Source: an optimization exercise on an open RTL-to-GDS flow (aim: small area, a short achievable clock period and few clock cycles per item). Production flows keep margins and buffers that such runs may drop. Function was checked by simulation only, so behaviour that the tests miss may differ from the original. Power is estimated from default activity; no workload was simulated.

<file path="design/flow/flow/run.sh">
#!/bin/bash
# Own layout flow: the standard flow (standard.sh) with these changes:
#  - port buffers are buf_1 cells instead of the delay buffer buffer_ports picks by default
#    (every port still gets its own buffer);
#  - pins may sit one routing track apart, so the die can be much smaller than the pin count
#    would otherwise allow; the clock pin is placed alone mid-left (pins_pre.tcl).
# Each ORFS step logs to orfs/logs/...; standard.sh's own output goes to standard.log.
set -euo pipefail
here=$(pwd)
half=$(awk '/^export DIE_AREA/ {print ($5 + $7) / 2}' config.mk)
export BUFFER_PORTS_ARGS="-buffer_cell sky130_fd_sc_hd__buf_1"
export PLACE_PINS_ARGS="-min_distance 1 -min_distance_in_tracks -corner_avoidance 15 -exclude left:$(( ${half%.*} - 8 ))-$(( ${half%.*} + 8 ))"
export PRE_IO_PLACEMENT_TCL="$here/flow/pins_pre.tcl"
echo "PLACE_PINS_ARGS=$PLACE_PINS_ARGS" > run.log
bash standard.sh > standard.log 2>&1
</file>
<file path="design/flow/config.mk">
export PLATFORM = sky130hd
export DESIGN_NAME = itch_decoder_top
export DESIGN_NICKNAME = itch_decoder_top
export VERILOG_FILES = /design/flow/design.v
export SDC_FILE = /design/flow/constraint.sdc
export NUM_CORES = 4
export LEC_CHECK = 0
export CAP_MARGIN = 20
export CORE_AREA = 5 5 221 221
export CTS_CLUSTER_DIAMETER = 60
export CTS_CLUSTER_SIZE = 27
export DIE_AREA = 0 0 226 226
export SETUP_SLACK_MARGIN = 1.3
export SLEW_MARGIN = 20
</file>
<file path="design/flow/flow/pins_pre.tcl">
# Put the clock pin alone in the middle of the left edge; place_pins keeps the
# stretch around it free (see PLACE_PINS_ARGS in run.sh), so no other pin sits
# one track from it.
set die [ord::get_die_area]
set ymid [expr {([lindex $die 1] + [lindex $die 3]) / 2.0}]
place_pin -pin_name clk -layer met3 -location [list 0.4 $ymid] -force_to_die_boundary
</file>
<file path="design/flow/constraint.sdc">
create_clock -name core_clock -period 3.3 [get_ports {clk}]
set_input_delay 0.6600 -clock core_clock [delete_from_list [all_inputs] [get_ports {clk}]]
set_output_delay 0.6600 -clock core_clock [all_outputs]
set_load 0.01 [all_outputs]
</file>
<file path="design/flow/design.v">
package t2t_pkg;
    parameter int unsigned MAC_CLK_FREQ_MHZ  = 156;     
    parameter int unsigned CORE_CLK_FREQ_MHZ = 300;     
    parameter int unsigned PCIE_CLK_FREQ_MHZ = 125;     
    parameter int unsigned CSR_CLK_FREQ_MHZ  = 100;     
    parameter int unsigned AXI_DATA_WIDTH    = 64;      
    parameter int unsigned AXI_KEEP_WIDTH    = AXI_DATA_WIDTH / 8;
    parameter int unsigned TIMESTAMP_WIDTH   = 64;      
    parameter int unsigned MAX_SYMBOLS       = 1024;
    parameter int unsigned SYMBOL_IDX_WIDTH  = $clog2(MAX_SYMBOLS);   
    parameter int unsigned SYMBOL_KEY_WIDTH  = 64;      
    parameter int unsigned BOOK_BANKS        = 4;
    parameter int unsigned PRICE_WIDTH       = 32;
    parameter int unsigned QTY_WIDTH         = 32;
    parameter int unsigned DMA_RECORD_BYTES  = 64;
    parameter int unsigned DMA_RING_DEPTH    = 65536;
    parameter int unsigned DMA_IDX_WIDTH     = $clog2(DMA_RING_DEPTH);   
    parameter int unsigned ITCH_SEQ_WIDTH    = 32;
    parameter int unsigned ITCH_ORDERID_WIDTH = 64;
    typedef enum logic [7:0] {
        ITCH_SYSTEM_EVENT       = 8'h53,   
        ITCH_STOCK_DIRECTORY    = 8'h52,   
        ITCH_STOCK_TRADING_ACTION = 8'h48,  
        ITCH_REG_SHO            = 8'h59,   
        ITCH_MARKET_PARTICIPANT = 8'h4C,   
        ITCH_MWCB_DECLINE       = 8'h56,   
        ITCH_MWCB_STATUS        = 8'h57,   
        ITCH_IPO_QUOTE          = 8'h4B,   
        ITCH_ADD_ORDER          = 8'h41,   
        ITCH_ADD_ORDER_MPID     = 8'h46,   
        ITCH_ORDER_EXECUTED     = 8'h45,   
        ITCH_ORDER_EXECUTED_PX  = 8'h43,   
        ITCH_ORDER_CANCEL       = 8'h58,   
        ITCH_ORDER_DELETE       = 8'h44,   
        ITCH_ORDER_REPLACE      = 8'h55,   
        ITCH_TRADE              = 8'h50,   
        ITCH_CROSS_TRADE        = 8'h51,   
        ITCH_BROKEN_TRADE       = 8'h42,   
        ITCH_NOII               = 8'h49,   
        ITCH_RPII               = 8'h4E,   
        ITCH_UNKNOWN            = 8'hFF
    } itch_msg_type_e;
    typedef enum logic {
        SIDE_BID = 1'b0,
        SIDE_ASK = 1'b1
    } side_e;
    typedef enum logic [3:0] {
        RISK_ACCEPT          = 4'h0,
        RISK_PRICE_BAND      = 4'h1,
        RISK_TOKEN_BUCKET    = 4'h2,
        RISK_POSITION_LIMIT  = 4'h3,
        RISK_KILL_SWITCH     = 4'h4,
        RISK_STALE_DATA      = 4'h5,
        RISK_SEQ_GAP         = 4'h6,
        RISK_HALT            = 4'h7,
        RISK_UNKNOWN_SYMBOL  = 4'h8,
        RISK_RESERVED        = 4'hF
    } risk_reason_e;
    typedef enum logic [3:0] {
        PARSE_OK             = 4'h0,
        PARSE_CRC_ERROR      = 4'h1,
        PARSE_LENGTH_ERROR   = 4'h2,
        PARSE_IP_CHECKSUM    = 4'h3,
        PARSE_UNSUPPORTED    = 4'h4,
        PARSE_TRUNCATED      = 4'h5
    } parse_error_e;
    typedef struct packed {
        logic [TIMESTAMP_WIDTH-1:0] ingress_ts;    
        logic                       crc_ok;         
        logic                       is_multicast;   
        logic [1:0]                 vlan_count;     
        logic [3:0]                 error_flags;    
    } mac_tuser_t;
    typedef struct packed {
        logic [TIMESTAMP_WIDTH-1:0] ingress_ts;
        logic [31:0]                src_ip;
        logic [31:0]                dst_ip;
        logic [15:0]                src_port;
        logic [15:0]                dst_port;
        logic [15:0]                udp_len;
        logic [15:0]                payload_offset;   
        logic [3:0]                 parse_error;
        logic                       is_valid;
    } parsed_pkt_t;
    typedef struct packed {
        logic [TIMESTAMP_WIDTH-1:0] ingress_ts;
        logic [TIMESTAMP_WIDTH-1:0] decode_ts;
        logic [ITCH_SEQ_WIDTH-1:0]  seq_num;
        itch_msg_type_e             msg_type;
        logic [SYMBOL_KEY_WIDTH-1:0] symbol_key;
        logic [SYMBOL_IDX_WIDTH-1:0] symbol_idx;
        logic                       symbol_valid;
        side_e                      side;
        logic [PRICE_WIDTH-1:0]     price;
        logic [QTY_WIDTH-1:0]       qty;
        logic [ITCH_ORDERID_WIDTH-1:0] order_id;
        logic                       is_book_update;   
        logic                       stale;            
        logic [3:0]                 error_flags;
    } itch_msg_t;
    typedef struct packed {
        logic [PRICE_WIDTH-1:0]     bid_px;
        logic [QTY_WIDTH-1:0]       bid_qty;
        logic [PRICE_WIDTH-1:0]     ask_px;
        logic [QTY_WIDTH-1:0]       ask_qty;
        logic [TIMESTAMP_WIDTH-1:0] last_update_ts;
        logic                       valid;
    } tob_entry_t;
    typedef struct packed {
        logic [TIMESTAMP_WIDTH-1:0] ingress_ts;
        logic [TIMESTAMP_WIDTH-1:0] book_ts;
        logic [SYMBOL_IDX_WIDTH-1:0] symbol_idx;
        tob_entry_t                 tob;
        logic [PRICE_WIDTH-1:0]     last_trade_px;
        logic [QTY_WIDTH-1:0]       last_trade_qty;
        logic                       tob_changed;
        logic                       trade_occurred;
        logic                       stale;
        itch_msg_type_e             trigger_msg_type;
    } book_event_t;
    typedef struct packed {
        book_event_t                book_event;
        logic [31:0]                ref_price;        
        logic signed [31:0]         position;         
        logic [31:0]                notional;         
    } risk_input_t;
    typedef struct packed {
        logic                       accept;
        risk_reason_e               reason;
        logic [TIMESTAMP_WIDTH-1:0] decision_ts;
        book_event_t                book_event;       
    } risk_output_t;
    typedef struct packed {
        logic [63:0]                reserved_hi;      
        logic [15:0]                pad;
        logic [15:0]                payload_crc16;
        logic [31:0]                feature2;         
        logic [31:0]                feature1;         
        logic [31:0]                feature0;         
        logic [31:0]                ref_px;
        logic [31:0]                price;
        logic [31:0]                qty;
        logic [7:0]                 flags;
        logic [7:0]                 side;
        logic [15:0]                sym_idx;
        logic [63:0]                ts_dec;
        logic [63:0]                ts_ing;
        logic [31:0]                reserved_lo;
        logic [31:0]                seq;
    } dma_record_t;
    typedef enum logic [11:0] {
        CSR_BUILD_ID        = 12'h000,
        CSR_CTRL            = 12'h004,
        CSR_PRICE_BAND_BPS  = 12'h008,
        CSR_TOKEN_RATE      = 12'h00C,
        CSR_POSITION_LIMIT  = 12'h010,
        CSR_STALE_USEC      = 12'h014,
        CSR_SEQ_GAP_THR     = 12'h018,
        CSR_KILL            = 12'h01C,
        CSR_SYMTAB_DATA     = 12'h020,
        CSR_SYMTAB_COMMIT   = 12'h040,
        CSR_LAT_HIST_BASE   = 12'h100,
        CSR_DROPS           = 12'h180,
        CSR_CRC_BAD         = 12'h184,
        CSR_SEQ_GAPS        = 12'h188,
        CSR_ACCEPTS         = 12'h18C,
        CSR_BLOCKS          = 12'h190,
        CSR_EVENT_LOG       = 12'h200,
        CSR_RING_BASE_LO    = 12'h300,
        CSR_RING_BASE_HI    = 12'h304,
        CSR_RING_LEN        = 12'h308,
        CSR_PROD_IDX        = 12'h320,
        CSR_CONS_IDX_SHADOW = 12'h324,
        CSR_MSIX_CFG        = 12'h328
    } csr_addr_e;
endpackage
module itch_decoder #(
    parameter int unsigned MAX_MSG_BYTES = 64
) (
    input  logic                    clk,
    input  logic                    rst_n,
    input  logic [MAX_MSG_BYTES*8-1:0] s_axis_tdata,
    input  logic [7:0]              s_axis_tkeep,
    input  logic                    s_axis_tlast,
    input  logic [95:0]             s_axis_tuser,
    input  logic                    s_axis_tvalid,
    output logic                    s_axis_tready,
    output t2t_pkg::itch_msg_t      decoded_msg,
    output logic                    decoded_valid,
    input  logic                    decoded_ready,
    output logic [t2t_pkg::SYMBOL_KEY_WIDTH-1:0] sym_lookup_key,
    output logic                    sym_lookup_valid,
    input  logic [t2t_pkg::SYMBOL_IDX_WIDTH-1:0] sym_lookup_idx,
    input  logic                    sym_lookup_hit,
    input  logic                    sym_lookup_ready,
    output logic [31:0]             stat_add_orders,
    output logic [31:0]             stat_executes,
    output logic [31:0]             stat_cancels,
    output logic [31:0]             stat_deletes,
    output logic [31:0]             stat_replaces,
    output logic [31:0]             stat_trades,
    output logic [31:0]             stat_unknown
);
    logic [7:0] in_type;
    logic       in_u, in_r, in_d, in_ecx, in_s, in_book;
    logic [63:0] in_order_id, in_symbol;
    logic [31:0] in_qty, in_price;
    logic        in_side;
    assign in_type = s_axis_tuser[63:56];
    assign in_u    = (in_type == 8'h55);
    assign in_r    = (in_type == 8'h52);
    assign in_d    = (in_type == 8'h44);
    assign in_ecx  = (in_type == 8'h45) || (in_type == 8'h43) || (in_type == 8'h58);
    assign in_s    = (in_type == 8'h53);
    assign in_book = (in_type == 8'h41) || (in_type == 8'h46) || (in_type == 8'h50) || in_ecx || in_d || in_u;
    logic sel_u, sel_r, sel_d, sel_ecx;
    assign sel_u   = in_type[4] & in_type[0];
    assign sel_r   = in_type[4] & in_type[1];
    assign sel_d   = in_type[2] & !in_type[1] & !in_type[0];
    assign sel_ecx = in_type[3] | (in_type[0] & (in_type[1] | in_type[2]));
    assign in_order_id = sel_u ?
        {s_axis_tdata[152 +: 8], s_axis_tdata[160 +: 8], s_axis_tdata[168 +: 8], s_axis_tdata[176 +: 8],
         s_axis_tdata[184 +: 8], s_axis_tdata[192 +: 8], s_axis_tdata[200 +: 8], s_axis_tdata[208 +: 8]} :
        {s_axis_tdata[88 +: 8],  s_axis_tdata[96 +: 8],  s_axis_tdata[104 +: 8], s_axis_tdata[112 +: 8],
         s_axis_tdata[120 +: 8], s_axis_tdata[128 +: 8], s_axis_tdata[136 +: 8], s_axis_tdata[144 +: 8]};
    assign in_symbol = sel_r ?
        {s_axis_tdata[88 +: 8],  s_axis_tdata[96 +: 8],  s_axis_tdata[104 +: 8], s_axis_tdata[112 +: 8],
         s_axis_tdata[120 +: 8], s_axis_tdata[128 +: 8], s_axis_tdata[136 +: 8], s_axis_tdata[144 +: 8]} :
        {s_axis_tdata[192 +: 8], s_axis_tdata[200 +: 8], s_axis_tdata[208 +: 8], s_axis_tdata[216 +: 8],
         s_axis_tdata[224 +: 8], s_axis_tdata[232 +: 8], s_axis_tdata[240 +: 8], s_axis_tdata[248 +: 8]};
    always_comb begin
        if (sel_u)
            in_qty = {s_axis_tdata[216 +: 8], s_axis_tdata[224 +: 8], s_axis_tdata[232 +: 8], s_axis_tdata[240 +: 8]};
        else if (sel_d)
            in_qty = '0;
        else if (sel_ecx)
            in_qty = {s_axis_tdata[152 +: 8], s_axis_tdata[160 +: 8], s_axis_tdata[168 +: 8], s_axis_tdata[176 +: 8]};
        else
            in_qty = {s_axis_tdata[160 +: 8], s_axis_tdata[168 +: 8], s_axis_tdata[176 +: 8], s_axis_tdata[184 +: 8]};
    end
    assign in_price = sel_u ?
        {s_axis_tdata[248 +: 8], s_axis_tdata[256 +: 8], s_axis_tdata[264 +: 8], s_axis_tdata[272 +: 8]} :
        {s_axis_tdata[256 +: 8], s_axis_tdata[264 +: 8], s_axis_tdata[272 +: 8], s_axis_tdata[280 +: 8]};
    assign in_side = (s_axis_tdata[152 +: 8] != 8'h42);
    logic        emit_r, look_r, full_r;
    logic        look_i;
    logic        pass_r, pass2_r;
    logic        load;         
    logic        take_i;       
    logic [47:0] r_ts;
    logic [31:0] r_seq;
    logic [7:0]  r_type;
    logic        r_stale;
    logic [3:0]  r_err;        
    logic        r_book;       
    logic [63:0] r_order_id;
    logic [63:0] r_symbol;
    logic [31:0] r_qty;
    logic [31:0] r_price;
    logic        r_side;
    logic [9:0]  r_idx;
    logic        r_hit;
    logic in_needs_lk;
    logic [6:0] r_cls, in_cls;
    always_comb begin
        in_cls = 7'b1000000;
        case (in_type)
            8'h41, 8'h46: in_cls = 7'b0000001;
            8'h45, 8'h43: in_cls = 7'b0000010;
            8'h58:        in_cls = 7'b0000100;
            8'h44:        in_cls = 7'b0001000;
            8'h55:        in_cls = 7'b0010000;
            8'h50:        in_cls = 7'b0100000;
            default:      in_cls = 7'b1000000;
        endcase
    end
    assign in_needs_lk = (in_type == 8'h41) || (in_type == 8'h46) || (in_type == 8'h50) || in_r;
    assign decoded_valid = emit_r || (look_r && sym_lookup_ready);
    assign s_axis_tready = (!full_r || decoded_ready) && (!look_r || sym_lookup_ready);
    assign take_i = decoded_ready && (!look_i || sym_lookup_ready);
    assign load   = !full_r || take_i;
    always_ff @(posedge clk or negedge rst_n) begin
        if (!rst_n) begin
            emit_r  <= 1'b0;
            look_r  <= 1'b0;
            full_r  <= 1'b0;
        end else if (s_axis_tready) begin
            emit_r  <= s_axis_tvalid && !in_needs_lk;
            look_r  <= s_axis_tvalid && in_needs_lk;
            full_r  <= s_axis_tvalid;
        end else if (look_r && sym_lookup_ready) begin
            emit_r  <= 1'b1;
            look_r  <= 1'b0;
        end
    end
    always_ff @(posedge clk or negedge rst_n) begin
        if (!rst_n) begin
            look_i  <= 1'b0;
            pass_r  <= 1'b0;     
            pass2_r <= 1'b0;
        end else if (load) begin
            look_i  <= in_needs_lk;
            pass_r  <= 1'b1;
            pass2_r <= 1'b1;
        end else if (sym_lookup_ready) begin
            look_i  <= 1'b0;
            pass_r  <= 1'b0;
            if (look_i) pass2_r <= 1'b0;
        end
    end
    always_ff @(posedge clk) begin
        if (load) begin
            r_ts       <= s_axis_tuser[47:0];
            r_seq      <= s_axis_tuser[95:64];
            r_type     <= in_type;
            r_cls      <= s_axis_tvalid ? in_cls : 7'b0;
            r_stale    <= s_axis_tuser[55];
            r_err      <= (in_book || in_s || in_r) ? s_axis_tuser[51:48] : 4'hF;
            r_book     <= in_book;
            r_order_id <= in_order_id;
            r_symbol   <= in_symbol;
            r_qty      <= in_qty;
            r_price    <= in_price;
            r_side     <= in_side;
        end
    end
    always_ff @(posedge clk) begin
        if (load) begin
            r_idx <= '0;
            r_hit <= 1'b0;
        end else if (look_i && sym_lookup_ready) begin
            r_idx <= sym_lookup_idx;
            r_hit <= sym_lookup_hit;
        end
    end
    assign sym_lookup_valid = look_r;
    assign sym_lookup_key   = r_symbol;
    always_comb begin
        decoded_msg                = '0;
        decoded_msg.ingress_ts     = {16'h0, r_ts};
        decoded_msg.decode_ts      = '0;
        decoded_msg.seq_num        = r_seq;
        decoded_msg.msg_type       = t2t_pkg::itch_msg_type_e'(r_type);
        decoded_msg.symbol_key     = r_symbol;
        decoded_msg.symbol_idx     = r_idx | {sym_lookup_idx[9:5] & {5{pass2_r}}, sym_lookup_idx[4:0] & {5{pass_r}}};
        decoded_msg.symbol_valid   = r_hit | (sym_lookup_hit & pass_r);
        decoded_msg.side           = t2t_pkg::side_e'(r_side);
        decoded_msg.price          = r_price;
        decoded_msg.qty            = r_qty;
        decoded_msg.order_id       = r_order_id;
        decoded_msg.is_book_update = r_book;
        decoded_msg.stale          = r_stale;
        decoded_msg.error_flags    = r_err;
    end
    always_ff @(posedge clk or negedge rst_n) begin
        if (!rst_n) begin
            stat_add_orders <= '0;
            stat_executes   <= '0;
            stat_cancels    <= '0;
            stat_deletes    <= '0;
            stat_replaces   <= '0;
            stat_trades     <= '0;
            stat_unknown    <= '0;
        end else begin
            if (take_i && r_cls[0]) stat_add_orders <= stat_add_orders + 1'b1;
            if (take_i && r_cls[1]) stat_executes   <= stat_executes + 1'b1;
            if (take_i && r_cls[2]) stat_cancels    <= stat_cancels + 1'b1;
            if (take_i && r_cls[3]) stat_deletes    <= stat_deletes + 1'b1;
            if (take_i && r_cls[4]) stat_replaces   <= stat_replaces + 1'b1;
            if (take_i && r_cls[5]) stat_trades     <= stat_trades + 1'b1;
            if (take_i && r_cls[6]) stat_unknown    <= stat_unknown + 1'b1;
        end
    end
endmodule
module itch_decoder_top (
    input  logic          clk,
    input  logic          rst_n,
    input  logic [511:0]  s_axis_tdata,
    input  logic [7:0]    s_axis_tkeep,
    input  logic          s_axis_tlast,
    input  logic [95:0]   s_axis_tuser,
    input  logic          s_axis_tvalid,
    output logic          s_axis_tready,
    output logic [63:0]   dec_ingress_ts,
    output logic [63:0]   dec_decode_ts,
    output logic [31:0]   dec_seq_num,
    output logic [7:0]    dec_msg_type,
    output logic [63:0]   dec_symbol_key,
    output logic [9:0]    dec_symbol_idx,
    output logic          dec_symbol_valid,
    output logic          dec_side,
    output logic [31:0]   dec_price,
    output logic [31:0]   dec_qty,
    output logic [63:0]   dec_order_id,
    output logic          dec_is_book_update,
    output logic          dec_stale,
    output logic [3:0]    dec_error_flags,
    output logic          decoded_valid,
    input  logic          decoded_ready,
    output logic [63:0]   sym_lookup_key,
    output logic          sym_lookup_valid,
    input  logic [9:0]    sym_lookup_idx,
    input  logic          sym_lookup_hit,
    input  logic          sym_lookup_ready,
    output logic [31:0]   stat_add_orders,
    output logic [31:0]   stat_executes,
    output logic [31:0]   stat_cancels,
    output logic [31:0]   stat_deletes,
    output logic [31:0]   stat_replaces,
    output logic [31:0]   stat_trades,
    output logic [31:0]   stat_unknown
);
    t2t_pkg::itch_msg_t decoded_msg;
    itch_decoder #(
        .MAX_MSG_BYTES (64)
    ) u_decoder (
        .clk              (clk),
        .rst_n            (rst_n),
        .s_axis_tdata     (s_axis_tdata),
        .s_axis_tkeep     (s_axis_tkeep),
        .s_axis_tlast     (s_axis_tlast),
        .s_axis_tuser     (s_axis_tuser),
        .s_axis_tvalid    (s_axis_tvalid),
        .s_axis_tready    (s_axis_tready),
        .decoded_msg      (decoded_msg),
        .decoded_valid    (decoded_valid),
        .decoded_ready    (decoded_ready),
        .sym_lookup_key   (sym_lookup_key),
        .sym_lookup_valid (sym_lookup_valid),
        .sym_lookup_idx   (sym_lookup_idx),
        .sym_lookup_hit   (sym_lookup_hit),
        .sym_lookup_ready (sym_lookup_ready),
        .stat_add_orders  (stat_add_orders),
        .stat_executes    (stat_executes),
        .stat_cancels     (stat_cancels),
        .stat_deletes     (stat_deletes),
        .stat_replaces    (stat_replaces),
        .stat_trades      (stat_trades),
        .stat_unknown     (stat_unknown)
    );
    assign dec_ingress_ts     = decoded_msg.ingress_ts;
    assign dec_decode_ts      = decoded_msg.decode_ts;
    assign dec_seq_num        = decoded_msg.seq_num;
    assign dec_msg_type       = decoded_msg.msg_type;
    assign dec_symbol_key     = decoded_msg.symbol_key;
    assign dec_symbol_idx     = decoded_msg.symbol_idx;
    assign dec_symbol_valid   = decoded_msg.symbol_valid;
    assign dec_side           = decoded_msg.side;
    assign dec_price          = decoded_msg.price;
    assign dec_qty            = decoded_msg.qty;
    assign dec_order_id       = decoded_msg.order_id;
    assign dec_is_book_update = decoded_msg.is_book_update;
    assign dec_stale          = decoded_msg.stale;
    assign dec_error_flags    = decoded_msg.error_flags;
endmodule
</file>
<file path="design/flow/standard.sh">
#!/bin/bash
# synth_recipe.tcl (not shown) runs the flow's synth.tcl, then flattens the netlist and writes it again
# the make line also repeats each setting of config.mk as NAME=value (left out here)
make -C /OpenROAD-flow-scripts/flow DESIGN_CONFIG=/design/flow/config.mk WORK_HOME=/design/flow/orfs CLKGATE_MAP_FILE= SYNTH_SCRIPT=/design/flow/synth_recipe.tcl "${@:-finish}"
</file>
==> reports/summary.txt, run 1 <==
CTS root buffer: clkbuf_16
Power Density: 541 nW/um^2
CTS Sinks: 535
Post-synthesis sequential area ratio: 63.0%
Core Area: 46400 sq um
Drt initial violations: 1723
Data required, critical path: 2.64 ns
First-pass GRT wire length: 135000 um
Post-route minimum period: 2.12 ns
Global-route usage over all layers: 37.2%
DP HPWL: 81600 um
TritonCTS Buffers: 40
Crit path max-delay family: flip-flops
Crit path DAT: 1.46 ns
Post-synth EDFFs: 294
Worst Max-Slew Pin Slew: 0.856 ns
Hold Buf Count CTS: 0
Cell Rows: 79
Remaining DRCs: 0
Endpoints failing setup: 0
Pleak: 11.9 nW
Part of the cycle the worst path needs: 64.1%
Crit-path slowest cell: dfrtp_2
Synth cell types: 52
Initial antenna violation count: 67
Main synth FF type: edfxtp_1
F_max: 472 MHz
Vias: 19300
Global route total overflow: 0
Crit path cell chain: a21o_1 > buf_1
Buffers & Inverters on Critical Path: 1
Critical Path Max Stage Delay: 0.43 ns
Crit path max fanout: 7
H-Tree Depth: 2
Area grow syn2layout: 23.1%
RD Place Congestion: 1.08
Die Span Y: 226 um
TritonCTS clock tree: built
R2R setup slack: 1.36 ns
Worst-path clk slew: 0.09 ns
WL final: 101000 um
Startpoint Class: register
Synth Instances: 1935
Crit path from: u_decoder.pass_r
Clk_skew: 0.0236 ns
Asr flop ratio synth: 43.0%
Yosys reg bits: 535
Initial Util: 50.7%
Share of cells above drive strength 1: 11.1%
Die W: 226 um
Slew headroom: 42.9%
Setup CP Type: register to output port
Setup TNS: 0 ns
Routed Antenna Nets: 0
Nets: 3443
Vias in the first global route: 18500
Largest net degree at the start of global routing: 97
Worst setup margin: 1.18 ns
Routed len/inst: 28.8 um
Number of port buffers: 897
Slew Limit Fails: 0
RR Endpoint: u_decoder.stat_add_orders[20]
Cell Area, Placed: 27100 sq um
Pre-CTS setup slack: 0.415 ns
Avg Inst Size Synth: 12.1 sq um
DR pass1 iterations: 5
Hold WC Path Type: input pin to async pin
CP endpoint kind: output port
Max rail drop VDD: 0.355 mV
R2R cell count: 5
Final hold vios: 0
Max_cap viols: 0
Reg-to-Reg Start: u_decoder.stat_add_orders[7]
Critical Path Sink: dec_symbol_idx[2]
Synthesis warning total: 1
Final Cell Area: 28900 sq um
Die area: 51100 sq um
Status: timing/DRC/antenna clean
Stages on the worst setup path: 2
Vias/cell: 5.54
CTS max path bufs: 3
Clock Latency Late Sink: 0.60 ns
Area of the mapped netlist: 23500 sq um
I/O pin total: 1301
RSZ-0062 raised after global routing: true
[sequential cells by signal (all words and copies together), names as in the netlist, 7 cells and up]
signal / flops
u_decoder.r_order_id: 64
u_decoder.r_symbol: 64
u_decoder.r_ts: 48
u_decoder.r_price: 32
u_decoder.r_qty: 32
u_decoder.r_seq: 32
u_decoder.stat_add_orders: 32
u_decoder.stat_cancels: 32
u_decoder.stat_deletes: 32
u_decoder.stat_executes: 32
u_decoder.stat_replaces: 32
u_decoder.stat_trades: 32
u_decoder.stat_unknown: 32
u_decoder.r_idx: 10
u_decoder.r_type: 8
u_decoder.r_cls: 7
[synth_stat cells, types with 5 or more instances]
library cell,instances,area [sq um]
a21o_1,17,128
a21oi_1,13,65.1
and2_1,12,75.1
and3_1,40,250
and4_1,23,201
buf_2,6,30.0
buf_4,145,1090
clkbuf_1,48,180
dfrtp_1,230,5760
dfxtp_1,11,220
edfxtp_1,294,8830
ha_1,7,87.6
inv_1,12,45.0
mux2_2,72,811
mux2i_1,32,320
nand2_1,432,1620
nand2b_1,6,37.5
nand3_1,85,425
nand4_1,51,319
nor2_1,53,199
nor2b_1,9,56.3
nor3_1,19,95.1
nor3_2,6,60.1
nor4_1,7,43.8
nor4b_1,6,52.6
o21ai_0,40,200
or2_2,5,31.3
xnor2_1,155,1360
xor2_1,62,543
[worst register-to-register path, stage by stage, from the launching register on]
cell and delay, ns:
dfrtp_1 0.48, and4_1 0.29, nand4_1 0.24, nor3_2 0.47, nand4_1 0.19, xnor2_1 0.15
[cells by family (layout without fill, tap and decap cells)]
logic type	after synthesis	in the layout	synth area share, %
AOI/OAI and AO/OA	75	76	1.83
and+or+nand+nor	784	784	16.2
DFF	535	535	63.0
xor gates and xnor gates	217	217	8.09
other	1	129	0.0160
muxes	104	104	4.81
adders and majority gates	7	7	0.373
buffers and inverters	212	1030	5.74
[how the worst min path moves through the flow]
stage	from	to	slack, ns	cells past startpoint
3_3_place_gp	u_decoder.r_idx[9]	u_decoder.r_idx[9]	0.44	2
3_5_place_dp	u_decoder.r_idx[3]	u_decoder.r_idx[3]	0.45	2
2_1_floorplan	rst_n	u_decoder.emit_r	0.36	0
5_1_grt	rst_n	u_decoder.stat_unknown[17]	0.18	1
4_1_cts	rst_n	u_decoder.stat_unknown[17]	0.15	1
6_report	rst_n	u_decoder.stat_unknown[17]	0.13	1
[placed cells by master (no fill, tap or decap), types with 32 or more instances in the layout]
cell         n
dfrtp_1    218
buf_4       36
edfxtp_1   294
diode_2     49
xnor2_1    155
buf_2       37
nor2_1      49
o21ai_0     38
mux2i_1     32
nand3_1     85
conb_1      80
mux2_2      72
clkbuf_16   43
nand2_1    430
nand4_1     51
and3_1      40
xor2_1      62
buf_1      835
[cell type report]
class	instances	area (sq um)
repair buffers	946	4050
clock inverters	21	200
clock buffers	51	1130
flip-flops and latches	535	14800
fillers	4048	17400
diodes	49	123
inverters	12	45.0
well taps	607	759
multi-input cells	1268	7820
[metrics by stage]
stage               hold WS (ns)  total power, mW  util [%]  instances
finish                     0.128             15.7      62.4       3489
detailed placement         0.448             10.5      58.4       3354
CTS                        0.145             15.6      61.9       3434
global route               0.176             16.1      62.3       3467
floorplan                  0.364             9.30         -       2014
global placement           0.441             10.5      58.4       3354
[repair_timing]
| item | in CTS | in global routing |
|---|---|---|
| gates resized for setup | 89 | 35 |
| setup buffers | 7 | 6 |
| cloned | 1 | 0 |
| pin swaps | 15 | 9 |
| setup endpoints to repair | 480 | 126 |
[metal layers]
| layer | track usage (%) | wire (um) |
|---|---|---|
| met2 | 54.7 | 43800 |
| met3 | 17.4 | 12900 |
| met1 | 39.2 | 31800 |
| met4 | 34.8 | 11900 |
| met5 | 0 | 236 |
[power by group]
group / switching (mW) / internal, mW
Clock: 2.59 / 2.58
Sequential: 0.397 / 7.66
Combinational: 1.68 / 0.750
Testbench counts, summed over its fixed seeds: cycles 17,920, items 16,000.
==> inputs of run 2 (changes only) <==
--- a/design/flow/config.mk
+++ b/design/flow/config.mk
@@ -7,8 +7,9 @@
 export LEC_CHECK = 0
 export CAP_MARGIN = 20
 export CORE_AREA = 5 5 221 221
-export CTS_CLUSTER_DIAMETER = 60
+export CTS_CLUSTER_DIAMETER = 90
 export CTS_CLUSTER_SIZE = 27
 export DIE_AREA = 0 0 226 226
+export PLACE_DENSITY = 0.76
 export SETUP_SLACK_MARGIN = 1.3
 export SLEW_MARGIN = 20
==> run 2 against run 1 <==
Compared with the run above: still clean; combinational power is essentially flat; global-route usage about the same; power is 6.9% lower; critical endpoint is now dec_symbol_idx[1]; largest cell class unchanged; highest routed layer unchanged.
==> reports/summary.txt, run 2 <==
Status: timing/DRC/antenna clean (unchanged)
Final hold vios: 0 (unchanged)
Commonest cells in the netlist: 432 x nand2_1, 294 x edfxtp_1, 230 x dfrtp_1 (unchanged)
First-pass GRT wire length: 135000 um (about the same)
Cell taking the most area after synthesis: edfxtp_1 (unchanged)
Global route total overflow: 0 (unchanged)
Net Sw Frac: 30.2% (was 29.8%)
Crit path max fanout: 7 (unchanged)
Routed len/inst: 29.2 um (was 28.8 um)
Reg power frac: 55.5% (was 51.5%)
Total power: 14.6 mW (was 15.7 mW)
Hold WC Path Type: input pin to register (was input pin to async pin)
Nets: 3438 (was 3443)
Max_cap viols: 0 (unchanged)
Cell Rows: 79 (unchanged)
Remaining DRCs: 0 (unchanged)
Global routing usage on met2: 53.3% (was 54.7%)
DR pass1 iterations: 6 (was 5)
Worst Max-Slew Pin Slew: 0.660 ns (was 0.856 ns)
Routed Antenna Nets: 0 (unchanged)
Comb pwr share: 16.9% (was 15.5%)
Mux cell area share after synthesis: 4.81% (unchanged)
CTS max path bufs: 3 (unchanged)
RD Place Congestion: 1.08 (about the same)
Global-route usage over all layers: 37.2% (about the same)
Crit path from: u_decoder.pass_r (unchanged)
DP HPWL: 82400 um (was 81600 um)
Worst setup margin: 1.24 ns (was 1.18 ns)
Pint: 10.2 mW (was 11.0 mW)
Vias/cell: 5.60 (was 5.54)
Vias: 19500 (was 19300)
Yosys top cell area share: 37.6% (unchanged)
Max rail drop VDD: 0.459 mV (was 0.355 mV)
Endpoints failing setup: 0 (unchanged)
H-Tree Depth: 1 (was 2)
Synth cell types: 52 (unchanged)
Most frequent cells in the layout: 820 x buf_1, 430 x nand2_1, 294 x edfxtp_1 (was 835 x buf_1, 430 x nand2_1, 294 x edfxtp_1)
Pre-CTS setup slack: 0.333 ns (was 0.415 ns)
Post-synth EDFFs: 294 (unchanged)
Post-synthesis xor/xnor area fraction: 8.09% (unchanged)
Grt peak-use layer: met2 (unchanged)
Synth Area in Adders: 0.373% (unchanged)
Clock power share: 27.6% (was 33.0%)
TritonCTS clock tree: built (unchanged)
Part of the cycle the worst path needs: 62.4% (was 64.1%)
Setup TNS: 0 ns (unchanged)
Largest family of logic cells by synthesized area: simple AND/OR/NAND/NOR gates (unchanged)
Most frequent cell after synthesis: nand2_1 (unchanged)
Largest net degree at the start of global routing: 97 (unchanged)
Worst-path clk slew: 0.11 ns (was 0.09 ns)
Reg-to-Reg Start: u_decoder.look_i (was u_decoder.stat_add_orders[7])
Core Area: 46400 sq um (unchanged)
Post-route minimum period: 2.06 ns (was 2.12 ns)
Initial antenna violation count: 76 (was 67)
Data required, critical path: 2.64 ns (about the same)
Setup CP Type: register to output port (unchanged)
Pleak: 11.8 nW (was 11.9 nW)
Simple-gate portion of the synthesized area: 16.2% (unchanged)
Clk_skew: 0.0273 ns (was 0.0236 ns)
Asr flop ratio synth: 43.0% (unchanged)
Clock Latency Late Sink: 0.62 ns (was 0.60 ns)
Post-synthesis sequential area ratio: 63.0% (unchanged)
F_max: 486 MHz (was 472 MHz)
Main synth FF type: edfxtp_1 (unchanged)
Area of the mapped netlist: 23500 sq um (unchanged)
Yosys reg bits: 535 (unchanged)
Psw: 4.40 mW (was 4.67 mW)
Power Density: 507 nW/um^2 (was 541 nW/um^2)
Met3 Use GR: 18.3% (was 17.4%)
CP endpoint kind: output port (unchanged)
Synthesis warning total: 1 (unchanged)
Area contributors post-synth: edfxtp_1 38%, dfrtp_1 24%, nand2_1 6.9%, xnor2_1 5.8%, buf_4 4.6% (unchanged)
RSZ-0062 raised after global routing: true (unchanged)
Hold_sp: s_axis_tuser[46]
Avg Inst Size Synth: 12.1 sq um (unchanged)
Compound-gate portion of the synthesized area: 1.83% (unchanged)
Share of cells above drive strength 1: 11.1% (about the same)
Crit path DAT: 1.40 ns (was 1.46 ns)
Slew Limit Fails: 0 (unchanged)
I/O pin total: 1301 (unchanged)
Drt initial violations: 2122 (was 1723)
Die Span Y: 226 um (unchanged)
TritonCTS Buffers: 26 (was 40)
Most common cell after layout, fill and taps aside: buf_1 (unchanged)
CTS Sinks: 535 (unchanged)
CTS root buffer: clkbuf_16 (unchanged)
Area grow syn2layout: 22.2% (was 23.1%)
Slew headroom: 55.8% (was 42.9%)
Synth Instances: 1935 (unchanged)
Grt met1 use: 40.5% (was 39.2%)
Number of port buffers: 897 (unchanged)
WL final: 102000 um (was 101000 um)
Die W: 226 um (unchanged)
Initial Util: 50.7% (unchanged)
Vias in the first global route: 18600 (was 18500)
Largest registers: u_decoder.r_order_id: 64 flops, u_decoder.r_symbol: 64 flops, u_decoder.r_ts: 48 flops (unchanged)
Die area: 51100 sq um (unchanged)
Startpoint Class: register (unchanged)
## run 2: cell counts after synthesis
No cell type changed its count.
## run 2: final timing paths
kind,to,cells after the start,slack (ns)
min in group asynchronous,u_decoder.stat_add_orders[6],2,0.54
worst max register to register,u_decoder.stat_cancels[15],7,1.28
worst min register to register,u_decoder.r_idx[6],2,0.46
worst max-delay path,dec_symbol_idx[1],2,1.24
max in group asynchronous,u_decoder.stat_add_orders[28],3,1.87
worst min-delay path,u_decoder.r_ts[46],1,0.21
## run 2: stage by stage
stage                     utilization (%)  hold WS [ns]  area, sq um  cells
after floorplan                         -         0.364        23900   2014
after global placement               58.2         0.441        27000   3347
after detailed placement             58.2         0.450        27000   3347
after CTS                            60.9         0.202        28200   3406
after global routing                 61.9         0.204        28700   3468
final                                62.0         0.209        28700   3482
## run 2: critical path, cell delays in order, from the launching register on
cell and delay (ns):
dfrtp_2 0.47, a21o_1 0.20, buf_6 0.14
## run 2: cells by family (layout without fill, tap and decap cells)
kind of cell | after synthesis | after routing
other cells | 1 | 140
fa+ha+maj | 7 | 7
buf+inv | 212 | 1013
compound gates | 75 | 75
mux | 104 | 104
xor+xnor | 217 | 217
simple gates | 784 | 784
flops | 535 | 535
## run 2: power groups by stage
stage | Clock [mW] | Sequential, mW | Combinational [mW]
2_1_floorplan | 0 | 8.38 | 0.919
3_3_place_gp | 0 | 8.19 | 2.25
3_5_place_dp | 0 | 8.22 | 2.29
4_1_cts | 4.04 | 8.07 | 2.37
5_1_grt | 4.27 | 8.15 | 2.57
6_report | 4.02 | 8.09 | 2.46
## run 2: layout make-up
type                       instances  area [sq um]
antenna                           60           150
sequential                       535         14800
multi-input combinational       1267          7870
timing repair buffer             956          4220
clock inverter                    10           158
clock buffer                      35           706
inverter                          12          45.0
fill                            3861         17600
tap                              607           759
## run 2: routing by layer
| layer | routed length [um] | up-vias |
|---|---|---|
| li1 | - | 8256 |
| met1 | 32200 | 9455 |
| met2 | 43100 | 1369 |
| met3 | 14100 | 402 |
| met4 | 12100 | 24 |
| met5 | 281 | - |
## run 2: what timing repair did
action	in CTS	in global routing
endpoints found under the hold margin	7	0
pin swaps	14	8
setup endpoints to repair	326	176
resized for setup	107	76
hold buffers	1	0
buffers inserted	13	16
==> inputs of run 3 (changes only) <==
--- a/design/flow/config.mk
+++ b/design/flow/config.mk
@@ -10,6 +10,5 @@
 export CTS_CLUSTER_DIAMETER = 90
 export CTS_CLUSTER_SIZE = 27
 export DIE_AREA = 0 0 226 226
-export PLACE_DENSITY = 0.76
 export SETUP_SLACK_MARGIN = 1.3
 export SLEW_MARGIN = 20
==> run 3 against run 2 <==
Compared with the run above: still clean on timing, DRC and antenna; die area stayed put; critical path depth unchanged; power decreased by 1.9%; fmax is 2.3% lower; sequential share of layout area is 0.50 points higher; non-clock buffer count shrank 4; synthesized cell count unchanged; critical path type unchanged; critical endpoint is now dec_symbol_idx[2]; largest power group unchanged; highest routed layer unchanged.
==> reports/summary.txt, run 3 <==
Largest registers: u_decoder.r_order_id: 64 flops, u_decoder.r_symbol: 64 flops, u_decoder.r_ts: 48 flops (unchanged)
Status: timing/DRC/antenna clean (unchanged)
Drt initial violations: 1764 (was 2122)
Global routing usage on met2: 54.5% (was 53.3%)
CTS root buffer: clkbuf_16 (unchanged)
Min Hold Slack: 0.130 ns (was 0.209 ns)
Cell Rows: 79 (unchanged)
RD Place Congestion: 1.08 (about the same)
Setup TNS: 0 ns (unchanged)
Final Non-Filler Cells: 3467 (was 3482)
I/O pin total: 1301 (unchanged)
Post-route minimum period: 2.11 ns (was 2.06 ns)
Comb pwr share: 17.1% (was 16.9%)
Area contributors post-synth: edfxtp_1 38%, dfrtp_1 24%, nand2_1 6.9%, xnor2_1 5.8%, buf_4 4.6% (unchanged)
RSZ-0062 raised after global routing: true (unchanged)
Synth cell types: 52 (unchanged)
First-pass GRT wire length: 134000 um (was 135000 um)
Slew headroom: 42.5% (was 55.8%)
Nets: 3434 (was 3438)
Final hold vios: 0 (unchanged)
Vias/cell: 5.51 (was 5.60)
Routed Antenna Nets: 0 (unchanged)
Pre-CTS setup slack: 0.415 ns (was 0.333 ns)
Worst setup margin: 1.19 ns (was 1.24 ns)
Worst Max-Slew Pin Slew: 0.863 ns (was 0.660 ns)
Data required, critical path: 2.64 ns (about the same)
Max rail drop VDD: 0.403 mV (was 0.459 mV)
Endpoints failing setup: 0 (unchanged)
Worst-path clk slew: 0.11 ns (about the same)
Area grow syn2layout: 21.1% (was 22.2%)
WL final: 100000 um (was 102000 um)
Clk_skew: 0.0192 ns (was 0.0273 ns)
Yosys top cell area share: 37.6% (unchanged)
Global-route usage over all layers: 36.8% (was 37.2%)
Die Span Y: 226 um (unchanged)
Post-synth EDFFs: 294 (unchanged)
Vias: 19100 (was 19500)
F_max: 474 MHz (was 486 MHz)
Post-synthesis sequential area ratio: 63.0% (unchanged)
Die W: 226 um (unchanged)
Grt peak-use layer: met2 (unchanged)
Asr flop ratio synth: 43.0% (unchanged)
Crit path DAT: 1.45 ns (was 1.40 ns)
TritonCTS Buffers: 25 (was 26)
H-Tree Depth: 1 (unchanged)
Hold WC Path Type: input pin to async pin (was input pin to register)
Routed len/inst: 28.9 um (was 29.2 um)
TritonCTS clock tree: built (unchanged)
Synthesis warning total: 1 (unchanged)
Most frequent cells in the layout: 814 x buf_1, 430 x nand2_1, 294 x edfxtp_1 (was 820 x buf_1, 430 x nand2_1, 294 x edfxtp_1)
Clock Latency Late Sink: 0.59 ns (was 0.62 ns)
Vias in the first global route: 18300 (was 18600)
CTS max path bufs: 3 (unchanged)
Remaining DRCs: 0 (unchanged)
Total power: 14.3 mW (was 14.6 mW)
Part of the cycle the worst path needs: 63.9% (was 62.4%)
Area of the mapped netlist: 23500 sq um (unchanged)
Max_cap viols: 0 (unchanged)
Reg power frac: 56.3% (was 55.5%)
Crit path max fanout: 7 (unchanged)
Psw: 4.33 mW (was 4.40 mW)
Initial antenna violation count: 73 (was 76)
DR pass1 iterations: 5 (was 6)
Met3 Use GR: 15.9% (was 18.3%)
Cell taking the most area after synthesis: edfxtp_1 (unchanged)
Most frequent cell after synthesis: nand2_1 (unchanged)
Hold Buf Count CTS: 0 (was 1)
CP endpoint kind: output port (unchanged)
Pleak: 11.8 nW (about the same)
Slew Limit Fails: 0 (unchanged)
Initial Util: 50.7% (unchanged)
Most common cell after layout, fill and taps aside: buf_1 (unchanged)
Pint: 9.97 mW (was 10.2 mW)
Startpoint Class: register (unchanged)
DP HPWL: 81600 um (was 82400 um)
Core Area: 46400 sq um (unchanged)
Clock power share: 26.6% (was 27.6%)
Dpl cells: 3354 (was 3347)
Grt met1 use: 40.0% (was 40.5%)
Setup CP Type: register to output port (unchanged)
Share of cells above drive strength 1: 11.1% (about the same)
Main synth FF type: edfxtp_1 (unchanged)
Avg Inst Size Synth: 12.1 sq um (unchanged)
Yosys reg bits: 535 (unchanged)
Synth Instances: 1935 (unchanged)
CTS Sinks: 535 (unchanged)
Power Density: 502 nW/um^2 (was 507 nW/um^2)
Largest net degree at the start of global routing: 97 (unchanged)
Number of port buffers: 897 (unchanged)
Die area: 51100 sq um (unchanged)
Commonest cells in the netlist: 432 x nand2_1, 294 x edfxtp_1, 230 x dfrtp_1 (unchanged)
Global route total overflow: 0 (unchanged)
Net Sw Frac: 30.3% (was 30.2%)
==> run 3: timing repair <==
action | CTS | global route
gates cloned | 1 | 0
buffers inserted | 6 | 13
gates resized for setup | 100 | 54
pin swaps | 13 | 8
endpoints found under the setup margin | 492 | 117
==> run 3: layout make-up <==
cell class | count | area, sq um
fillers | 4108 | 17900
flip-flops and latches | 535 | 14800
multi-input cells | 1268 | 7820
repair buffers | 952 | 4120
well taps | 607 | 759
clock buffers | 36 | 668
diodes | 50 | 125
clock inverters | 7 | 98.8
inverters | 12 | 45.0
==> run 3: stage by stage <==
step / instance area, sq um / utilization, %
finish: 28500 / 61.4
global placement: 27100 / 58.4
global route: 28400 / 61.3
detailed placement: 27100 / 58.4
floorplan: 23900 / -
CTS: 28100 / 60.6
==> run 3: logic make-up after synthesis <==
family,after synthesis,synth area share [%]
DFF,535,63.0
muxes,104,4.81
buffers and inverters,212,5.74
xor gates and xnor gates,217,8.09
AOI/OAI and AO/OA,75,1.83
other,1,0.0160
adders and majority gates,7,0.373
and+or+nand+nor,784,16.2
==> run 3: final timing paths <==
path	from	endpoint	depth (start not counted)	slack, ns
setup reg to reg	u_decoder.stat_add_orders[8]	u_decoder.stat_add_orders[29]	6	1.37
setup / recovery	u_decoder.pass_r	dec_symbol_idx[2]	2	1.19
max in group asynchronous	rst_n	u_decoder.stat_trades[21]	2	2.26
hold / removal	rst_n	u_decoder.stat_unknown[13]	1	0.13
hold reg to reg	u_decoder.r_hit	u_decoder.r_hit	2	0.46
min in group core_clock	s_axis_tuser[70]	u_decoder.r_seq[6]	1	0.22
==> run 3: power groups by stage <==
stage                     registers, mW  logic (mW)  clock network, mW
final                              8.05        2.45               3.80
after global routing               8.12        2.56               4.07
after CTS                          8.05        2.38               3.83
after detailed placement           8.19        2.32                  0
after global placement             8.16        2.29                  0
after floorplan                    8.38       0.919                  0
==> run 3: worst max-delay path, cell delays in order, from the launching register on <==
cell	delay, ns
dfrtp_2	0.47
a21o_1	0.23
buf_1	0.15
==> run 3: routing by layer <==
| layer | routed length (um) | vias up |
|---|---|---|
| met3 | 12300 | 361 |
| met1 | 32200 | 9253 |
| met4 | 11800 | 34 |
| met5 | 218 | - |
| li1 | - | 8238 |
| met2 | 43700 | 1232 |
==> inputs of run 4 (changes only) <==
--- a/design/flow/config.mk
+++ b/design/flow/config.mk
@@ -10,5 +10,6 @@
 export CTS_CLUSTER_DIAMETER = 90
 export CTS_CLUSTER_SIZE = 27
 export DIE_AREA = 0 0 226 226
+export PLACE_DENSITY = 0.68
 export SETUP_SLACK_MARGIN = 1.3
 export SLEW_MARGIN = 20
==> run 4 against run 3 <==
Compared with the run above: sequential share of layout area shrank 0.33 points; design area is 0.61% higher; global-route usage fell by 0.81 points; fmax is 2.6% higher; first-iteration DRC count rose by 4.1%; die area did not move; worst hold slack improved by 0.018 ns; core utilization is 0.37 points higher; clock-buffer cell count shrank 3; critical path type unchanged; cell count about the same.
==> reports/summary.txt, run 4 <==
Clk_skew: 0.0284 ns (was 0.0192 ns)
Area of the mapped netlist: 23500 sq um (unchanged)
Hold WC Path Type: input pin to async pin (unchanged)
Post-route minimum period: 2.06 ns (was 2.11 ns)
Initial Util: 50.7% (unchanged)
Worst-path clk slew: 0.10 ns (was 0.11 ns)
Die Span Y: 226 um (unchanged)
CTS root buffer: clkbuf_16 (unchanged)
DP HPWL: 78000 um (was 81600 um)
Die area: 51100 sq um (unchanged)
Remaining DRCs: 0 (unchanged)
Startpoint Class: register (unchanged)
Core Area: 46400 sq um (unchanged)
Global route total overflow: 0 (unchanged)
Data required, critical path: 2.64 ns (about the same)
Initial antenna violation count: 55 (was 73)
CTS Sinks: 535 (unchanged)
Setup CP Type: register to output port (unchanged)
Crit path cell chain: nor2b_4 > nor2_1 > buf_4 (was a21o_1 > buf_1)
Crit path max-delay family: flip-flops (unchanged)
Most common cell after layout, fill and taps aside: buf_1 (unchanged)
Post-synthesis sequential area ratio: 63.0% (unchanged)
Cell Rows: 79 (unchanged)
Synth cell types: 52 (unchanged)
Critical Path Max Stage Delay: 0.42 ns (was 0.47 ns)
Power Density: 509 nW/um^2 (was 502 nW/um^2)
RD Place Congestion: 1.04 (was 1.08)
RSZ-0062 raised after global routing: true (unchanged)
Yosys top cell area share: 37.6% (unchanged)
Most frequent cell after synthesis: nand2_1 (unchanged)
Worst Max-Slew Pin Slew: 1.14 ns (was 0.863 ns)
Max_cap viols: 0 (unchanged)
Vias: 19300 (was 19100)
Commonest cells in the netlist: 432 x nand2_1, 294 x edfxtp_1, 230 x dfrtp_1 (unchanged)
Endpoints failing setup: 0 (unchanged)
Vias in the first global route: 18400 (was 18300)
Slew Limit Fails: 0 (unchanged)
Share of cells above drive strength 1: 11.9% (was 11.1%)
Asr flop ratio synth: 43.0% (unchanged)
Status: timing/DRC/antenna clean (unchanged)
Area contributors post-synth: edfxtp_1 38%, dfrtp_1 24%, nand2_1 6.9%, xnor2_1 5.8%, buf_4 4.6% (unchanged)
Area grow syn2layout: 21.8% (was 21.1%)
Drt initial violations: 1836 (was 1764)
CP endpoint kind: output port (unchanged)
Yosys reg bits: 535 (unchanged)
Routed len/inst: 28.3 um (was 28.9 um)
Part of the cycle the worst path needs: 62.3% (was 63.9%)
Number of port buffers: 897 (unchanged)
Vias/cell: 5.57 (was 5.51)
Synthesis warning total: 1 (unchanged)
Largest net degree at the start of global routing: 97 (unchanged)
H-Tree Depth: 1 (unchanged)
DR pass1 iterations: 8 (was 5)
F_max: 487 MHz (was 474 MHz)
Routed Antenna Nets: 0 (unchanged)
Avg Inst Size Synth: 12.1 sq um (unchanged)
Die W: 226 um (unchanged)
TritonCTS clock tree: built (unchanged)
Global-route usage over all layers: 36.0% (was 36.8%)
I/O pin total: 1301 (unchanged)
Cell taking the most area after synthesis: edfxtp_1 (unchanged)
Crit path max fanout: 4 (was 7)
Nets: 3437 (was 3434)
Pleak: 11.9 nW (was 11.8 nW)
Slew headroom: 23.8% (was 42.5%)
Setup TNS: 0 ns (unchanged)
Largest registers: u_decoder.r_order_id: 64 flops, u_decoder.r_symbol: 64 flops, u_decoder.r_ts: 48 flops (unchanged)
Max rail drop VDD: 0.398 mV (was 0.403 mV)
Post-synth EDFFs: 294 (unchanged)
Synth Instances: 1935 (unchanged)
Buffers & Inverters on Critical Path: 1 (unchanged)
CTS max path bufs: 3 (unchanged)
Clock Latency Late Sink: 0.61 ns (was 0.59 ns)
R2R setup slack: 1.30 ns (was 1.37 ns)
Main synth FF type: edfxtp_1 (unchanged)
TritonCTS Buffers: 27 (was 25)
Most frequent cells in the layout: 804 x buf_1, 430 x nand2_1, 294 x edfxtp_1 (was 814 x buf_1, 430 x nand2_1, 294 x edfxtp_1)
Final hold vios: 0 (unchanged)
WL final: 98100 um (was 100000 um)
Crit path DAT: 1.40 ns (was 1.45 ns)
Crit-path slowest cell: dfrtp_1 (was dfrtp_2)
Total power: 14.6 mW (was 14.3 mW)
First-pass GRT wire length: 132000 um (was 134000 um)
## run 4: metrics by stage
step                      cells  setup slack [ns]  hold slack, ns  util, %  cell area [sq um]
after floorplan            2014             0.997           0.364        -              23900
after global placement     3350             0.596           0.442     58.3              27000
after detailed placement   3350             0.518           0.450     58.3              27000
after CTS                  3411              1.20           0.167     61.0              28300
after global routing       3455              1.17           0.197     61.7              28600
final                      3466              1.24           0.148     61.8              28600
## run 4: kinds of logic after synthesis
| group | after synthesis | share of synthesized area, % |
|---|---|---|
| and+or+nand+nor | 784 | 16.2 |
| DFF | 535 | 63.0 |
| xor gates and xnor gates | 217 | 8.09 |
| other | 1 | 0.0160 |
| buffers and inverters | 212 | 5.74 |
| AOI/OAI and AO/OA | 75 | 1.83 |
| adders and majority gates | 7 | 0.373 |
| muxes | 104 | 4.81 |
## run 4: layout make-up
class                      count  area [sq um]
timing repair buffer         954          4170
antenna                       44           110
sequential                   535         14800
multi-input combinational   1267          7860
clock buffer                  33           708
tap                          607           759
fill                        3931         17700
inverter                      12          45.0
clock inverter                14           165
## run 4: per-layer routing
| layer | vias up | part of all wire, % | GRT usage, % |
|---|---|---|---|
| met3 | 392 | 13 | 14.6 |
| met5 | - | 0.083 | 0.285 |
| li1 | 8241 | - | - |
| met1 | 9350 | 31 | 39.1 |
| met2 | 1316 | 43 | 51.8 |
| met4 | 12 | 13 | 36.7 |
## run 4: timing repair
action | in CTS | in global routing
hold buffers | 0 | 0
gates cloned | 2 | 0
buffers inserted | 12 | 11
setup endpoints to repair | 439 | 355
pin swaps | 12 | 12
gates resized for setup | 96 | 74
## run 4: path summary, 6_finish.rpt
check | from | endpoint | depth (start not counted)
worst min register to register | u_decoder.r_idx[2] | u_decoder.r_idx[2] | 2
worst max-delay path | u_decoder.look_r | s_axis_tready | 3
min in group core_clock | s_axis_tuser[95] | u_decoder.r_seq[31] | 1
max in group asynchronous | rst_n | u_decoder.stat_deletes[7] | 2
worst max register to register | u_decoder.look_i | u_decoder.r_price[9] | 4
worst min-delay path | rst_n | u_decoder.stat_unknown[31] | 1
## run 4: report_power, final
| part | internal [mW] | switching [mW] | total [mW] |
|---|---|---|---|
| Sequential | 7.66 | 0.393 | 8.05 |
| Clock | 1.65 | 2.32 | 3.98 |
| Combinational | 0.784 | 1.76 | 2.54 |
==> inputs of run 5 (changes only) <==
--- a/design/flow/config.mk
+++ b/design/flow/config.mk
@@ -6,10 +6,9 @@
 export NUM_CORES = 4
 export LEC_CHECK = 0
 export CAP_MARGIN = 20
-export CORE_AREA = 5 5 221 221
+export CORE_AREA = 5 5 227 227
 export CTS_CLUSTER_DIAMETER = 90
 export CTS_CLUSTER_SIZE = 27
-export DIE_AREA = 0 0 226 226
-export PLACE_DENSITY = 0.68
+export DIE_AREA = 0 0 232 232
 export SETUP_SLACK_MARGIN = 1.3
 export SLEW_MARGIN = 20
==> run 5 against run 4 <==
Compared with the run above: sequential cell count is the same; clock-buffer cell count grew 1; synthesized cell count is the same; critical path type unchanged.
==> reports/summary.txt, run 5 <==
Max_cap viols: 0 (unchanged)
Area of the mapped netlist: 23500 sq um (unchanged)
Core Area: 48800 sq um (was 46400 sq um)
Nets: 3432 (was 3437)
Vias/cell: 5.37 (was 5.57)
Met3 Use GR: 16.8% (was 14.6%)
Slew Limit Fails: 0 (unchanged)
TritonCTS Buffers: 26 (was 27)
Vias: 18900 (was 19300)
Area contributors post-synth: edfxtp_1 38%, dfrtp_1 24%, nand2_1 6.9%, xnor2_1 5.8%, buf_4 4.6% (unchanged)
Clk_skew: 0.0177 ns (was 0.0284 ns)
WL final: 97400 um (was 98100 um)
F_max: 475 MHz (was 487 MHz)
Main synth FF type: edfxtp_1 (unchanged)
Synth cell types: 52 (unchanged)
Global routing usage on met2: 50.5% (was 51.8%)
R2R setup slack: 1.36 ns (was 1.30 ns)
Share of cells above drive strength 1: 11.1% (was 11.9%)
Crit-path slowest cell: dfrtp_1 (unchanged)
Final hold vios: 0 (unchanged)
Power Density: 505 nW/um^2 (was 509 nW/um^2)
Core Util, Final: 58.6% (was 61.8%)
Worst-path clk slew: 0.10 ns (about the same)
Clock power share: 27.6% (was 27.3%)
Most common cell after layout, fill and taps aside: buf_1 (unchanged)
Grt met1 use: 36.7% (was 39.1%)
Die W: 232 um (was 226 um)
Vias in the first global route: 17800 (was 18400)
DR pass1 iterations: 6 (was 8)
Psw: 4.35 mW (was 4.48 mW)
Hold Buf Count CTS: 0 (unchanged)
Most frequent cell after synthesis: nand2_1 (unchanged)
Pleak: 11.8 nW (was 11.9 nW)
Status: timing/DRC/antenna clean (unchanged)
Endpoints failing setup: 0 (unchanged)
Post-synth EDFFs: 294 (unchanged)
Clock Latency Late Sink: 0.61 ns (about the same)
Max rail drop VDD: 0.341 mV (was 0.398 mV)
Worst Max-Slew Pin Slew: 0.823 ns (was 1.14 ns)
Setup TNS: 0 ns (unchanged)
Net Sw Frac: 30.1% (was 30.7%)
Initial Util: 48.1% (was 50.7%)
Remaining DRCs: 0 (unchanged)
Synthesis warning total: 1 (unchanged)
Comb pwr share: 16.8% (was 17.5%)
RD Place Congestion: 1.07 (was 1.04)
Part of the cycle the worst path needs: 63.8% (was 62.3%)
CTS max path bufs: 3 (unchanged)
DP HPWL: 79200 um (was 78000 um)
Die Span Y: 232 um (was 226 um)
Routed len/inst: 27.7 um (was 28.3 um)
Die area: 53800 sq um (was 51100 sq um)
Grt peak-use layer: met2 (unchanged)
First-pass GRT wire length: 131000 um (was 132000 um)
Pint: 10.1 mW (about the same)
Hold WC Path Type: input pin to async pin (unchanged)
Cell taking the most area after synthesis: edfxtp_1 (unchanged)
Global route total overflow: 0 (unchanged)
Yosys reg bits: 535 (unchanged)
Asr flop ratio synth: 43.0% (unchanged)
H-Tree Depth: 1 (unchanged)
Routed Antenna Nets: 0 (unchanged)
Yosys top cell area share: 37.6% (unchanged)
Setup CP Type: register to output port (unchanged)
Critical Path Max Stage Delay: 0.43 ns (was 0.42 ns)
Avg Inst Size Synth: 12.1 sq um (unchanged)
Post-route minimum period: 2.10 ns (was 2.06 ns)
Global-route usage over all layers: 33.9% (was 36.0%)
Post-synthesis sequential area ratio: 63.0% (unchanged)
Crit path max fanout: 4 (unchanged)
CP endpoint kind: output port (unchanged)
Most frequent cells in the layout: 820 x buf_1, 430 x nand2_1, 294 x edfxtp_1 (was 804 x buf_1, 430 x nand2_1, 294 x edfxtp_1)
I/O pin total: 1301 (unchanged)
Commonest cells in the netlist: 432 x nand2_1, 294 x edfxtp_1, 230 x dfrtp_1 (unchanged)
Crit path cell chain: nor2b_4 > nor2_2 > buf_6 (was nor2b_4 > nor2_1 > buf_4)
Area grow syn2layout: 21.8% (about the same)
Cell Rows: 81 (was 79)
Crit path DAT: 1.44 ns (was 1.40 ns)
Pre-CTS setup slack: 0.519 ns (was 0.518 ns)
Slew headroom: 45.1% (was 23.8%)
Largest net degree at the start of global routing: 134 (was 97)
Initial antenna violation count: 77 (was 55)
Drt initial violations: 1449 (was 1836)
CTS root buffer: clkbuf_16 (unchanged)
Reg power frac: 55.7% (was 55.2%)
RSZ-0062 raised after global routing: true (unchanged)
Largest registers: u_decoder.r_order_id: 64 flops, u_decoder.r_symbol: 64 flops, u_decoder.r_ts: 48 flops (unchanged)
Data required, critical path: 2.64 ns (about the same)
Synth Instances: 1935 (unchanged)
Startpoint Class: register (unchanged)
Number of port buffers: 897 (unchanged)
TritonCTS clock tree: built (unchanged)
Min Hold Slack: 0.141 ns (was 0.148 ns)
Worst setup margin: 1.20 ns (was 1.24 ns)
CTS Sinks: 535 (unchanged)
==> run 5: per-layer routing <==
layer / wire, um / share of wire, %
met5: 275 / 0.28
met4: 9960 / 10
met3: 13200 / 14
met2: 41900 / 43
met1: 32100 / 33
==> run 5: metrics by stage <==
stage	total power [mW]	cells	instance area, sq um
after global routing	15.0	3501	28600
final	14.5	3520	28600
after detailed placement	10.5	3412	27200
after global placement	10.4	3412	27200
after CTS	14.5	3467	28300
after floorplan	9.30	2014	23900
==> run 5: cells by family (layout without fill, tap and decap cells) <==
logic type | count (synthesis) | after routing | share of synthesized area [%]
adders and majority gates | 7 | 7 | 0.373
muxes | 104 | 104 | 4.81
other | 1 | 125 | 0.0160
buffers and inverters | 212 | 1009 | 5.74
xor gates and xnor gates | 217 | 217 | 8.09
and+or+nand+nor | 784 | 784 | 16.2
DFF | 535 | 535 | 63.0
AOI/OAI and AO/OA | 75 | 75 | 1.83
==> run 5: timing repair <==
action | CTS | global route
endpoints found under the setup margin | 278 | 154
setup buffers | 8 | 7
pin swaps | 15 | 6
resized for setup | 93 | 57
==> run 5: worst max-delay path, delay by kind of cell, from the launching register on <==
family | cells | cell delay (ns)
flops | 1 | 0.43
simple gates | 2 | 0.27
buf+inv | 1 | 0.13
==> run 5: worst paths after layout <==
check	from	end	cells after the start
min reg2reg	u_decoder.r_idx[3]	u_decoder.r_idx[3]	2
max	u_decoder.look_r	s_axis_tready	3
max reg2reg	u_decoder.look_i	u_decoder.r_order_id[18]	5
min in group core_clock	s_axis_tuser[64]	u_decoder.r_seq[0]	1
min	rst_n	u_decoder.stat_unknown[18]	2
max in group asynchronous	rst_n	u_decoder.stat_deletes[18]	2
==> run 5: final cells by class <==
class                   count  area [sq um]
flip-flops and latches    535         14800
fillers                  4423         20200
inverters                  12          45.0
diodes                     45           113
clock buffers              34           702
clock inverters            13           154
repair buffers            950          4110
multi-input cells        1267          7840
well taps                 664           831
==> run 5: power groups by stage <==
stage          Clock (mW)  Combinational, mW  Sequential [mW]
2_1_floorplan           0              0.919             8.38
3_3_place_gp            0               2.29             8.16
3_5_place_dp            0               2.31             8.18
4_1_cts              4.06               2.36             8.05
5_1_grt              4.30               2.53             8.12
6_report             3.98               2.42             8.05

## what the ideal ports hide
The results above use ideal ports. As a check the final layouts listed here were re-extracted and re-timed, cells and wires unchanged. Step 1, drivers: a clkbuf_16 drives clk and a buf_2 each remaining input, both assumed. Step 2, shift: input delay + t, output delay - t, t = (earliest + latest rising clock arrival at the registers) / 2. This alone moves slack from input paths to output paths. Slacks: ideal / step 1 / step 2; pairs: ideal / step 1.
run	shift t [ns]	slack for setup (ns)	worst setup path at the end
run 1	0.629	1.184 / 1.139 / 0.749	input to register
run 2	0.647	1.240 / 1.193 / 0.791	input to register
run 3	0.637	1.192 / 1.148 / 0.712	input to register
run 4	0.635	1.245 / 1.202 / 0.585	input to register
run 5	0.648	1.196 / 1.150 / 0.688	input to register
After both steps setup and hold are still met in every run listed. The setup slack of run 4, which loses most, moves by -0.043 ns with the drivers and by -0.660 ns with both steps.
